This design comes from an exercise in tuning for small area and a short achievable clock period on the open sky130 flow, not from production work.
At most, simulation tests tie the RTL to the original design; equivalence was not proved.

Setup of v15:
// mul_pipe_single
module mul_pipe_single #(
  parameter XLEN    = 32,
  parameter RD_BITS = 5,
  parameter TAG_W   = 4
) (
  input  wire                 clk,
  input  wire                 rst,
  input  wire                 EX_mul,
  input  wire [XLEN-1:0]      EX_mul_a,
  input  wire [XLEN-1:0]      EX_mul_b,
  input  wire [RD_BITS-1:0]   EX_mul_rd,
  input  wire [TAG_W-1:0]     EX_mul_tag,
  input  wire                 MEM_we,     
  input  wire                 MEM_jlx,    
  output wire                 mul_result_valid,
  output wire [XLEN-1:0]      mul_result,
  output wire [RD_BITS-1:0]   mul_rd,           
  output wire [TAG_W-1:0]     mul_result_tag,   
  output wire                 mul_busy,
  output wire [RD_BITS-1:0]   mul_busy_rd,
  output wire [TAG_W-1:0]     mul_busy_tag,
  output wire                 mul_wb_conflict_stall,
  output wire                 mul_issue_stall
);
export LEC_CHECK = 0
export CAP_MARGIN = 20
export CORE_MARGIN = 2
export CORE_UTILIZATION = 40
export CTS_BUF_LIST = sky130_fd_sc_hd__clkbuf_4 sky130_fd_sc_hd__clkbuf_8
export SLEW_MARGIN = 20
create_clock -name core_clock -period 10.0 [get_ports {clk}]
standard.sh (not shown) runs the stock make flow with config.mk's settings and CLKGATE_MAP_FILE= SYNTH_SCRIPT=/design/flow/synth_recipe.tcl, a recipe that flattens the netlist after the stock synthesis.
==> flow/flow/run.sh <==
#!/bin/bash
# Layout flow: the standard ORFS flow (standard.sh, unchanged synthesis), with
#  - after synthesis, flow/polarity.py flips full-adder cells (FA(~a,~b,~c) = ~FA(a,b,c))
#    so that fewer inverters are needed around them; registers are untouched
#  - port buffers made of plain buffers instead of the delay cells buffer_ports picks
set -euo pipefail
cd "$(dirname "$0")/.."
source flow/params.sh
export BUFFER_PORTS_ARGS
export SETUP_SLACK_MARGIN
R=orfs/results/sky130hd/mul_pipe_single/base
bash standard.sh synth > synth.log 2>&1
if [[ "${POLARITY:-1}" == 1 ]]; then
  cp $R/1_2_yosys.v $R/1_2_yosys.std.v
  python3 flow/polarity.py $R/1_2_yosys.std.v $R/1_2_yosys.v > polarity.log 2>&1
  rm -f $R/1_synth.odb
fi
bash standard.sh > standard.log 2>&1
Other scripts of this flow, unchanged in this note and not shown: flow/flow/params.sh, flow/flow/polarity.py
What v23 does differently from v15 at the input level:
--- a/flow/design.v
+++ b/flow/design.v
@@ -20,40 +20,40 @@
   output wire                 mul_busy,
   output wire [RD_BITS-1:0]   mul_busy_rd,
   output wire [TAG_W-1:0]     mul_busy_tag,
   output wire                 mul_wb_conflict_stall,
   output wire                 mul_issue_stall
 );
   reg  [2:0]         cnt;
   reg  [31:0]        a;
-  reg  [31:0]        pb;      
-  reg  [3:0]         bo, bt, bn;   
+  reg  [31:0]        pbn;     
+  reg  [3:0]         bo, bt;   
   reg  [23:0]        acc;
   reg  [RD_BITS-1:0] rd;
   reg  [TAG_W-1:0]   tag;
   wire idle  = (cnt == 3'd0);
   wire valid = (cnt == 3'd5);
   assign mul_busy         = !idle;
   assign mul_result_valid = valid;
-  assign mul_result       = valid ? pb  : 32'd0;
+  assign mul_result       = valid ? ~pbn : 32'd0;
   assign mul_rd           = valid ? rd  : {RD_BITS{1'b0}};
   assign mul_result_tag   = valid ? tag : {TAG_W{1'b0}};
   assign mul_busy_rd      = mul_rd;
   assign mul_busy_tag     = mul_result_tag;
   assign mul_wb_conflict_stall = valid && (MEM_we || MEM_jlx);
   assign mul_issue_stall       = EX_mul && !idle;
-  wire [8:0] nw = idle ? {EX_mul_b[7:0], 1'b0} : pb[15:7];
-  wire [3:0] no, nt, nn;
+  wire [8:0] nw = idle ? {EX_mul_b[7:0], 1'b0} : ~pbn[15:7];
+  wire [3:0] no, nt;
+  wire [3:0] bn = ~{pbn[7], pbn[5], pbn[3], pbn[1]};
   genvar gj;
   generate
     for (gj = 0; gj < 4; gj = gj + 1) begin : g_booth
       assign no[gj] = nw[2*gj] ^ nw[2*gj+1];
       assign nt[gj] = (nw[2*gj+2] & ~nw[2*gj+1] & ~nw[2*gj]) | (~nw[2*gj+2] & nw[2*gj+1] & nw[2*gj]);
-      assign nn[gj] = nw[2*gj+2];
     end
   endgenerate
   wire [31:0] sa, sb, x;
   wire pp1;
   wire pp2;
   wire pp3;
   wire pp4;
   wire pp5;
@@ -1106,21 +1106,20 @@
   assign x[31] = p348 ^ g506;
   always @(posedge clk) begin
     if (rst) cnt <= 3'd0;
     else if (idle) cnt <= EX_mul ? 3'd1 : 3'd0;
     else if (valid) cnt <= 3'd0;
     else cnt <= cnt + 3'd1;
     bo <= no;
     bt <= nt;
-    bn <= nn;
     if (idle) begin
       a     <= EX_mul_a;
-      pb    <= EX_mul_b;
+      pbn   <= ~EX_mul_b;
       rd    <= EX_mul_rd;
       tag   <= EX_mul_tag;
       acc   <= 24'd0;
     end else begin
-      pb    <= {x[7:0], pb[31:8]};
+      pbn   <= {~x[7:0], pbn[31:8]};
       acc   <= x[31:8];
     end
   end
 endmodule
--- outcome ---
- The multi-input gate area in the final layout of v15 and that of v23 are within noise of each other.
- Met3 routing resource usage after global routing essentially unchanged between v23 and v15.
- On post-route clock period utilization, the higher figure sits with v23, not v15.

---

Starting RTL as in the previous note.
Settings: LEC_CHECK=0, CAP_MARGIN=20, CORE_MARGIN=2, CORE_UTILIZATION=40, SLEW_MARGIN=20; clock period 10.0 ns.
Scripts as last shown in full above: flow/flow/run.sh
Other scripts of this flow, unchanged in this note and not shown: flow/flow/params.sh, flow/flow/polarity.py
Next try:
--- a/flow/design.v
+++ b/flow/design.v
@@ -20,40 +20,40 @@
   output wire                 mul_busy,
   output wire [RD_BITS-1:0]   mul_busy_rd,
   output wire [TAG_W-1:0]     mul_busy_tag,
   output wire                 mul_wb_conflict_stall,
   output wire                 mul_issue_stall
 );
   reg  [2:0]         cnt;
   reg  [31:0]        a;
-  reg  [31:0]        pb;      
-  reg  [3:0]         bo, bt, bn;   
+  reg  [31:0]        pbn;     
+  reg  [3:0]         bo, bt;   
   reg  [23:0]        acc;
   reg  [RD_BITS-1:0] rd;
   reg  [TAG_W-1:0]   tag;
   wire idle  = (cnt == 3'd0);
   wire valid = (cnt == 3'd5);
   assign mul_busy         = !idle;
   assign mul_result_valid = valid;
-  assign mul_result       = valid ? pb  : 32'd0;
+  assign mul_result       = valid ? ~pbn : 32'd0;
   assign mul_rd           = valid ? rd  : {RD_BITS{1'b0}};
   assign mul_result_tag   = valid ? tag : {TAG_W{1'b0}};
   assign mul_busy_rd      = mul_rd;
   assign mul_busy_tag     = mul_result_tag;
   assign mul_wb_conflict_stall = valid && (MEM_we || MEM_jlx);
   assign mul_issue_stall       = EX_mul && !idle;
-  wire [8:0] nw = idle ? {EX_mul_b[7:0], 1'b0} : pb[15:7];
-  wire [3:0] no, nt, nn;
+  wire [8:0] nw = idle ? {EX_mul_b[7:0], 1'b0} : ~pbn[15:7];
+  wire [3:0] no, nt;
+  wire [3:0] bn = ~{pbn[7], pbn[5], pbn[3], pbn[1]};
   genvar gj;
   generate
     for (gj = 0; gj < 4; gj = gj + 1) begin : g_booth
       assign no[gj] = nw[2*gj] ^ nw[2*gj+1];
       assign nt[gj] = (nw[2*gj+2] & ~nw[2*gj+1] & ~nw[2*gj]) | (~nw[2*gj+2] & nw[2*gj+1] & nw[2*gj]);
-      assign nn[gj] = nw[2*gj+2];
     end
   endgenerate
   wire [31:0] sa, sb, x;
   wire pp1;
   wire pp2;
   wire pp3;
   wire pp4;
   wire pp5;
@@ -1106,21 +1106,20 @@
   assign x[31] = p348 ^ g506;
   always @(posedge clk) begin
     if (rst) cnt <= 3'd0;
     else if (idle) cnt <= EX_mul ? 3'd1 : 3'd0;
     else if (valid) cnt <= 3'd0;
     else cnt <= cnt + 3'd1;
     bo <= no;
     bt <= nt;
-    bn <= nn;
     if (idle) begin
       a     <= EX_mul_a;
-      pb    <= EX_mul_b;
+      pbn   <= ~EX_mul_b;
       rd    <= EX_mul_rd;
       tag   <= EX_mul_tag;
       acc   <= 24'd0;
     end else begin
-      pb    <= {x[7:0], pb[31:8]};
+      pbn   <= {~x[7:0], pbn[31:8]};
       acc   <= x[31:8];
     end
   end
 endmodule
After rerunning: The changed run passed the timing, DRC and antenna checks; clock-buffer cell count stays the same; synthesized cell count decreases by a few percent; sequential share of layout area increases by 0.29 points; critical path depth stays the same; final cell count decreases slightly; core utilization decreases by 0.44 points; via count decreases by a few percent; non-clock buffer count increases by 6; setup slack is worse by 0.066 ns; hold slack is better by 0.032 ns.

---

mul_pipe_single, a different RTL version from the one above (not shown whole).
Size in the first run: ~820 cells after synthesis, roughly 130 I/O pins.
export LEC_CHECK = 0
export CAP_MARGIN = 20
export CORE_MARGIN = 2
export CORE_UTILIZATION = 40
export SLEW_MARGIN = 20
create_clock -name core_clock -period 10.0 [get_ports {clk}]
Scripts as last shown in full above: flow/flow/run.sh
Other scripts of this flow, unchanged in this note and not shown: flow/flow/params.sh, flow/flow/polarity.py
Change:
--- a/flow/design.v
+++ b/flow/design.v
@@ -18,46 +18,46 @@
   output wire [RD_BITS-1:0]   mul_rd,           
   output wire [TAG_W-1:0]     mul_result_tag,   
   output wire                 mul_busy,
   output wire [RD_BITS-1:0]   mul_busy_rd,
   output wire [TAG_W-1:0]     mul_busy_tag,
   output wire                 mul_wb_conflict_stall,
   output wire                 mul_issue_stall
 );
   reg  [2:0]         cnt;
   reg  [31:0]        a;
   reg  [31:0]        pbn;     
-  reg  [3:0]         bo, bt, bn;   
+  reg  [3:0]         bo, bt;   
   reg  [23:0]        acc;
   reg  [2:0]         kc;      
   reg  [RD_BITS-1:0] rd;
   reg  [TAG_W-1:0]   tag;
   wire idle  = (cnt == 3'd0);
   wire valid = (cnt == 3'd5);
   assign mul_busy         = !idle;
   assign mul_result_valid = valid;
   assign mul_result       = valid ? ~pbn : 32'd0;
   assign mul_rd           = valid ? rd  : {RD_BITS{1'b0}};
   assign mul_result_tag   = valid ? tag : {TAG_W{1'b0}};
   assign mul_busy_rd      = mul_rd;
   assign mul_busy_tag     = mul_result_tag;
   assign mul_wb_conflict_stall = valid && (MEM_we || MEM_jlx);
   assign mul_issue_stall       = EX_mul && !idle;
   wire [8:0] nw = idle ? {EX_mul_b[7:0], 1'b0} : ~pbn[15:7];
-  wire [3:0] no, nt, nn;
+  wire [3:0] no, nt;
+  wire [3:0] bn = ~{pbn[7], pbn[5], pbn[3], pbn[1]};
   genvar gj;
   generate
     for (gj = 0; gj < 4; gj = gj + 1) begin : g_booth
       assign no[gj] = nw[2*gj] ^ nw[2*gj+1];
       assign nt[gj] = (nw[2*gj+2] & ~nw[2*gj+1] & ~nw[2*gj]) | (~nw[2*gj+2] & nw[2*gj+1] & nw[2*gj]);
-      assign nn[gj] = nw[2*gj+2];
     end
   endgenerate
   wire [31:0] sa, sb, x;
   wire [2:0]  kco;     
   wire pp1;
   wire pp2;
   wire pp3;
   wire pp4;
   wire pp5;
   wire pp6;
   wire pp7;
@@ -1076,23 +1076,22 @@
   assign x[28] = p390 ^ g456;
   assign x[29] = p392 ^ g486;
   assign x[30] = p394 ^ g488;
   assign x[31] = p396 ^ g490;
   always @(posedge clk) begin
     if (rst) cnt <= 3'd0;
     else if (idle) cnt <= EX_mul ? 3'd1 : 3'd0;
     else if (valid) cnt <= 3'd0;
     else cnt <= cnt + 3'd1;
     bo <= no;
     bt <= nt;
-    bn <= nn;   
     if (idle) begin
       a     <= EX_mul_a;
       pbn   <= ~EX_mul_b;
       rd    <= EX_mul_rd;
       tag   <= EX_mul_tag;
       acc   <= 24'd0;
       kc    <= 3'd0;
     end else begin
       pbn   <= {~x[7:0], pbn[31:8]};
       acc   <= x[31:8];
       kc    <= kco;
Die area fell by 1.2%.
Area after synthesis fell by 1.2%.
Final cell count fell by 0.84%.
Count of clock-buffer cells in the layout fell by 10.
Design area fell by 2.6%.
Clock skew stays flat.
Flip-flop and latch count fell by 4.
Setup slack gets better by 74 ps.
Sequential share of layout area fell by 0.11 points.
Core utilization barely changes.
First-iteration DRC count rose by 3.5%.
Only the layout flow was run in the first run of this note; the RTL was not checked for function there.

---

mul_pipe_single with an RTL version that a note above also has.
Size in the first run: about 840 cells after synthesis, ~130 I/O pins.
Settings: LEC_CHECK=0, CAP_MARGIN=20, CORE_MARGIN=2, CORE_UTILIZATION=40, SLEW_MARGIN=20; clock period 10.0 ns.
Scripts as last shown in full above: flow/flow/run.sh
Other scripts of this flow, unchanged in this note and not shown: flow/flow/params.sh, flow/flow/polarity.py
Edit:
--- a/flow/design.v
+++ b/flow/design.v
@@ -21,39 +21,39 @@
   output wire [RD_BITS-1:0]   mul_busy_rd,
   output wire [TAG_W-1:0]     mul_busy_tag,
   output wire                 mul_wb_conflict_stall,
   output wire                 mul_issue_stall
 );
   reg  [2:0]         cnt;
   reg  [31:0]        a;
   reg  [31:0]        pbn;     
-  reg  [3:0]         bo, bt;   
+  reg                bprev;    
   reg  [23:0]        acc;
   reg  [RD_BITS-1:0] rd;
   reg  [TAG_W-1:0]   tag;
   wire idle  = (cnt == 3'd0);
   wire valid = (cnt == 3'd5);
   assign mul_busy         = !idle;
   assign mul_result_valid = valid;
   assign mul_result       = valid ? ~pbn : 32'd0;
   assign mul_rd           = valid ? rd  : {RD_BITS{1'b0}};
   assign mul_result_tag   = valid ? tag : {TAG_W{1'b0}};
   assign mul_busy_rd      = mul_rd;
   assign mul_busy_tag     = mul_result_tag;
   assign mul_wb_conflict_stall = valid && (MEM_we || MEM_jlx);
   assign mul_issue_stall       = EX_mul && !idle;
-  wire [8:0] nw = idle ? {EX_mul_b[7:0], 1'b0} : ~pbn[15:7];
-  wire [3:0] no, nt;
+  wire [8:0] nw = {~pbn[7:0], bprev};
+  wire [3:0] bo, bt;
   wire [3:0] bn = ~{pbn[7], pbn[5], pbn[3], pbn[1]};
   genvar gj;
   generate
     for (gj = 0; gj < 4; gj = gj + 1) begin : g_booth
-      assign no[gj] = nw[2*gj] ^ nw[2*gj+1];
-      assign nt[gj] = (nw[2*gj+2] & ~nw[2*gj+1] & ~nw[2*gj]) | (~nw[2*gj+2] & nw[2*gj+1] & nw[2*gj]);
+      assign bo[gj] = nw[2*gj] ^ nw[2*gj+1];
+      assign bt[gj] = (nw[2*gj+2] & ~nw[2*gj+1] & ~nw[2*gj]) | (~nw[2*gj+2] & nw[2*gj+1] & nw[2*gj]);
     end
   endgenerate
   wire [31:0] sa, sb, x;
   wire pp1;
   wire pp2;
   wire pp3;
   wire pp4;
   wire pp5;
@@ -1104,22 +1104,22 @@
   assign x[29] = p344 ^ g502;
   assign x[30] = p346 ^ g504;
   assign x[31] = p348 ^ g506;
   always @(posedge clk) begin
     if (rst) cnt <= 3'd0;
     else if (idle) cnt <= EX_mul ? 3'd1 : 3'd0;
     else if (valid) cnt <= 3'd0;
     else cnt <= cnt + 3'd1;
-    bo <= no;
-    bt <= nt;
     if (idle) begin
       a     <= EX_mul_a;
       pbn   <= ~EX_mul_b;
       rd    <= EX_mul_rd;
       tag   <= EX_mul_tag;
       acc   <= 24'd0;
+      bprev <= 1'b0;
     end else begin
       pbn   <= {~x[7:0], pbn[31:8]};
       acc   <= x[31:8];
+      bprev <= ~pbn[7];
     end
   end
 endmodule
Outcome:
- The new run went through all stages and came out clean
- global-route usage rose by 3.8 points
- setup slack degrades by 0.052 ns
- synthesized cell count rose by 57%
- critical path depth rose by 4
- non-clock buffer count rose by 65
- area after synthesis rose by 20%
For the second run of this note, only the layout was checked, not whether the RTL still works.

## separate check: timing with driven ports
The results above use ideal ports. As a check the final layouts listed here were re-extracted and re-timed, cells and wires unchanged. Step 1, drivers: a clkbuf_16 drives clk and a buf_2 each remaining input, both assumed. Step 2 moves the port delays by t, midway between the first and last clock arrival at a register: inputs arrive t later, outputs are due t later. That takes back most of the time a late clock gives input paths. Slacks: ideal ports / drivers / drivers and shift; pairs: ideal ports / drivers.
run | t (ns) | setup WS [ns] | clock arrival spread, ns | cell pins on the clock port's net
v15 | 0.431 | 5.524 / 5.524 / 5.524 | 0.017 / 0.018 | 1
v23 | 0.432 | 5.492 / 5.492 / 5.492 | 0.018 / 0.018 | 1
the first run of note 2 | 0.399 | 5.532 / 5.532 / 5.532 | 0.010 / 0.010 | 1
the second run of note 2 | 0.404 | 5.466 / 5.466 / 5.466 | 0.012 / 0.013 | 1
the first run of note 3 | 0.468 | 5.264 / 5.264 / 5.264 | 0.016 / 0.015 | 1
the second run of note 3 | 0.409 | 5.337 / 5.337 / 5.337 | 0.016 / 0.016 | 1
the first run of note 4 | 0.404 | 5.207 / 5.207 / 5.207 | 0.014 / 0.014 | 1
the second run of note 4 | 0.415 | 5.154 / 5.154 / 5.154 | 0.019 / 0.019 | 1
After both steps every run listed still meets setup and hold.
